Background: an optimization exercise with open tools, aiming at small area and a short achievable clock period. Do not read the settings as production practice. At most, simulation tests tie the RTL to the original design; equivalence was not proved. The clock input has no modelled driver; a real chip could not lean on it and would need a root buffer or a full tree. Power is estimated from default activity; no workload was simulated.

==> flow/design.v <==
module fifo #(
  parameter DATA_WIDTH = 32,
  parameter DEPTH      = 16
) (
  input  logic                  clk,
  input  logic                  rst_n,
  input  logic                  wr_en,
  input  logic [DATA_WIDTH-1:0] wr_data,
  input  logic                  rd_en,
  output logic [DATA_WIDTH-1:0] rd_data,
  output logic                  full,
  output logic                  empty
);
  localparam RD  = DEPTH - 1;            
  localparam RAW = $clog2(RD);
  logic [DATA_WIDTH-1:0] head;
  logic [DATA_WIDTH-1:0] mem [RD];
  logic [RAW-1:0]        wptr;
  logic [RD-1:0]         wsel, src;
  logic [DEPTH-1:0]      lvl;
  logic nempty, ram_ne, is_full;
  logic [DATA_WIDTH-1:0] head_d;
  logic [DEPTH-1:0]      lvl_n;
  logic [RAW-1:0]        wptr_n;
  logic [RD-1:0]         src_n;
  assign nempty  = lvl[0];
  assign ram_ne  = lvl[1];
  assign is_full = lvl[DEPTH-1];
  always_comb
    for (int i = 0; i < RD; i++)
      wsel[i] = !is_full && wptr == i;
  always_ff @(posedge clk) begin
    for (int i = 0; i < RD; i++)
      if (wr_en && wsel[i]) mem[i] <= wr_data;
  end
  always_comb begin
    head_d = wr_data & {DATA_WIDTH{!ram_ne}};
    for (int i = 0; i < RD; i++)
      head_d = head_d | (mem[i] & {DATA_WIDTH{src[i]}});
  end
  logic hold;
  assign hold = nempty && !rd_en;
  always_ff @(posedge clk)
    head <= (head & {DATA_WIDTH{hold}}) | (head_d & {DATA_WIDTH{!hold}});
  logic [DEPTH-1:0] lvl_up, lvl_dn;
  logic [RAW-1:0]   wptr_adv;
  logic [RD-1:0]    src_rot;
  assign lvl_up   = {lvl[DEPTH-2:0], 1'b1};
  assign lvl_dn   = {1'b0, lvl[DEPTH-1:1]};
  assign wptr_adv = (wptr == RD-1) ? '0 : wptr + 1'b1;
  assign src_rot  = {src[RD-2:0], src[RD-1]};
  always_comb begin
    case ({wr_en, rd_en})
      2'b10: begin    
        lvl_n  = is_full ? lvl : lvl_up;
        wptr_n = (!is_full && nempty) ? wptr_adv : wptr;
        src_n  = ram_ne ? src : (nempty ? wsel : '0);
      end
      2'b01: begin    
        lvl_n  = nempty ? lvl_dn : lvl;
        wptr_n = wptr;
        src_n  = (ram_ne && lvl[2]) ? src_rot : '0;
      end
      2'b11: begin    
        lvl_n  = !nempty ? lvl_up : (is_full ? lvl_dn : lvl);
        wptr_n = (!is_full && ram_ne) ? wptr_adv : wptr;
        src_n  = ram_ne ? src_rot : '0;
      end
      default: begin  
        lvl_n  = lvl;
        wptr_n = wptr;
        src_n  = src;
      end
    endcase
  end
  always_ff @(posedge clk or negedge rst_n) begin
    if (!rst_n) begin
      wptr <= '0;
      src  <= '0;
      lvl  <= '0;
    end else begin
      wptr <= wptr_n;
      src  <= src_n;
      lvl  <= lvl_n;
    end
  end
  assign rd_data = head;
  assign full    = is_full;
  assign empty   = !nempty;
endmodule
==> flow/config.mk <==
export PLATFORM = sky130hd
export DESIGN_NAME = fifo
export DESIGN_NICKNAME = fifo
export VERILOG_FILES = /design/flow/design.v
export SDC_FILE = /design/flow/constraint.sdc
export NUM_CORES = 4
export LEC_CHECK = 0
export CAP_MARGIN = 20
export CORE_MARGIN = 2
export CORE_UTILIZATION = 65
export PLACE_DENSITY = 0.75
export SETUP_SLACK_MARGIN = 2.4
export SLEW_MARGIN = 20
==> flow/constraint.sdc <==
create_clock -name core_clock -period 4.2 [get_ports {clk}]
set_input_delay 0.8400 -clock core_clock [delete_from_list [all_inputs] [get_ports {clk}]]
set_output_delay 0.8400 -clock core_clock [all_outputs]
set_load 0.01 [all_outputs]
standard.sh (not shown) runs the stock make flow with config.mk's settings and CLKGATE_MAP_FILE= SYNTH_SCRIPT=/design/flow/synth_recipe.tcl, a recipe that flattens the netlist after the stock synthesis.
==> flow/flow/run.sh <==
#!/bin/bash
# Standard layout, except that the clock tree CTS builds is replaced (in the
# POST_CTS hook) by a balanced two-level tree: four root buffers fed by the
# clock port, each feeding leaf buffers that drive ~28 registers each.
set -euo pipefail
export POST_CTS_TCL="$PWD/flow/mycts.tcl"
export MYCTS_CLK=clk
export MYCTS_PER=22
bash standard.sh > standard_flow.log 2>&1 || { tail -50 standard_flow.log; exit 1; }
tail -5 standard_flow.log
Other scripts of this flow, unchanged in this note and not shown: flow/flow/mycts.tcl
The starting point finished with timing, DRC and antenna clean.
Change:
==> flow/design.v (replaced) <==
module fifo #(
  parameter DATA_WIDTH = 32,
  parameter DEPTH      = 16
) (
  input  logic                  clk,
  input  logic                  rst_n,
  input  logic                  wr_en,
  input  logic [DATA_WIDTH-1:0] wr_data,
  input  logic                  rd_en,
  output logic [DATA_WIDTH-1:0] rd_data,
  output logic                  full,
  output logic                  empty
);
  localparam RD = DEPTH - 1;             
  logic [DATA_WIDTH-1:0] head;
  logic [DATA_WIDTH-1:0] mem [RD];
  logic [RD-1:0]         wsel, src;
  logic [DEPTH-1:0]      lvl;
  logic nempty, ram_ne, is_full;
  logic [DATA_WIDTH-1:0] head_d;
  logic [DEPTH-1:0]      lvl_n;
  logic [RD-1:0]         wsel_n, src_n;
  assign nempty  = lvl[0];
  assign ram_ne  = lvl[1];
  assign is_full = lvl[DEPTH-1];
  always_ff @(posedge clk) begin
    for (int i = 0; i < RD; i++)
      if (wr_en && wsel[i]) mem[i] <= wr_data;
  end
  always_comb begin
    head_d = wr_data & {DATA_WIDTH{!ram_ne}};
    for (int i = 0; i < RD; i++)
      head_d = head_d | (mem[i] & {DATA_WIDTH{src[i]}});
  end
  logic hold;
  assign hold = nempty && !rd_en;
  always_ff @(posedge clk)
    head <= (head & {DATA_WIDTH{hold}}) | (head_d & {DATA_WIDTH{!hold}});
  logic [DEPTH-1:0] lvl_up, lvl_dn;
  logic [RD-1:0]    wsel_adv, src_rot;
  assign lvl_up   = {lvl[DEPTH-2:0], 1'b1};
  assign lvl_dn   = {1'b0, lvl[DEPTH-1:1]};
  assign wsel_adv = {wsel[RD-2:0], wsel[RD-1]};
  assign src_rot  = {src[RD-2:0], src[RD-1]};
  always_comb begin
    case ({wr_en, rd_en})
      2'b10: begin    
        lvl_n  = is_full ? lvl : lvl_up;
        wsel_n = (!is_full && nempty) ? (lvl[DEPTH-2] ? '0 : wsel_adv) : wsel;
        src_n  = ram_ne ? src : (nempty ? wsel : '0);
      end
      2'b01: begin    
        lvl_n  = nempty ? lvl_dn : lvl;
        wsel_n = is_full ? src : wsel;
        src_n  = (ram_ne && lvl[2]) ? src_rot : '0;
      end
      2'b11: begin    
        lvl_n  = !nempty ? lvl_up : (is_full ? lvl_dn : lvl);
        wsel_n = is_full ? src : (ram_ne ? wsel_adv : wsel);
        src_n  = ram_ne ? src_rot : '0;
      end
      default: begin  
        lvl_n  = lvl;
        wsel_n = wsel;
        src_n  = src;
      end
    endcase
  end
  always_ff @(posedge clk or negedge rst_n) begin
    if (!rst_n) begin
      wsel <= {{(RD-1){1'b0}}, 1'b1};
      src  <= '0;
      lvl  <= '0;
    end else begin
      wsel <= wsel_n;
      src  <= src_n;
      lvl  <= lvl_n;
    end
  end
  assign rd_data = head;
  assign full    = is_full;
  assign empty   = !nempty;
endmodule
Effect:
- worst hold slack loses 79 ps
- synthesized cell count fell by about 2.3%
- power drops by about 22%
- global-route usage drops by 2.7 points
- final cell count drops by 8.6%
- first-iteration DRC count shrinks by about 34%
- core utilization went down by 9.0 points
- final area goes down by about 9%
- routed wire length goes down by about 17%
- flip-flop and latch count came out higher by 11
- register-to-register slack gets better by 260 ps
- sequential power goes down by 9.9%
- setup slack is better by 310 ps
No functional check of the RTL was part of the first run of this note. In every run of this note, the design's own scripts or RTL, not TritonCTS, make the clock network.

[afterwards: timing with drivers on the ports]
How much do the figures lean on ideal ports? The routed layouts below were timed once more, with nothing changed but the port constraints. Step 1, drivers: a clkbuf_16 drives clk and a buf_2 each remaining input, both assumed. Step 2 also shifts input and output timing later by t, the mid clock arrival at the registers, as if the neighbouring blocks saw the same clock. Three values: ideal, step 1, step 2; two values: the first two.
| run | shift t [ns] | setup slack, ns | worst data-port slew with drivers (ns) |
|---|---|---|---|
| the first run | 0.470 | 2.080 / 2.131 / 1.670 | 0.06 |
| the second run | 0.464 | 2.387 / 2.276 / 2.045 | 0.08 |
After both steps every run listed still meets setup and hold. The setup slack of the first run, which loses most, moves by +0.051 ns with the drivers and by -0.410 ns with both steps.
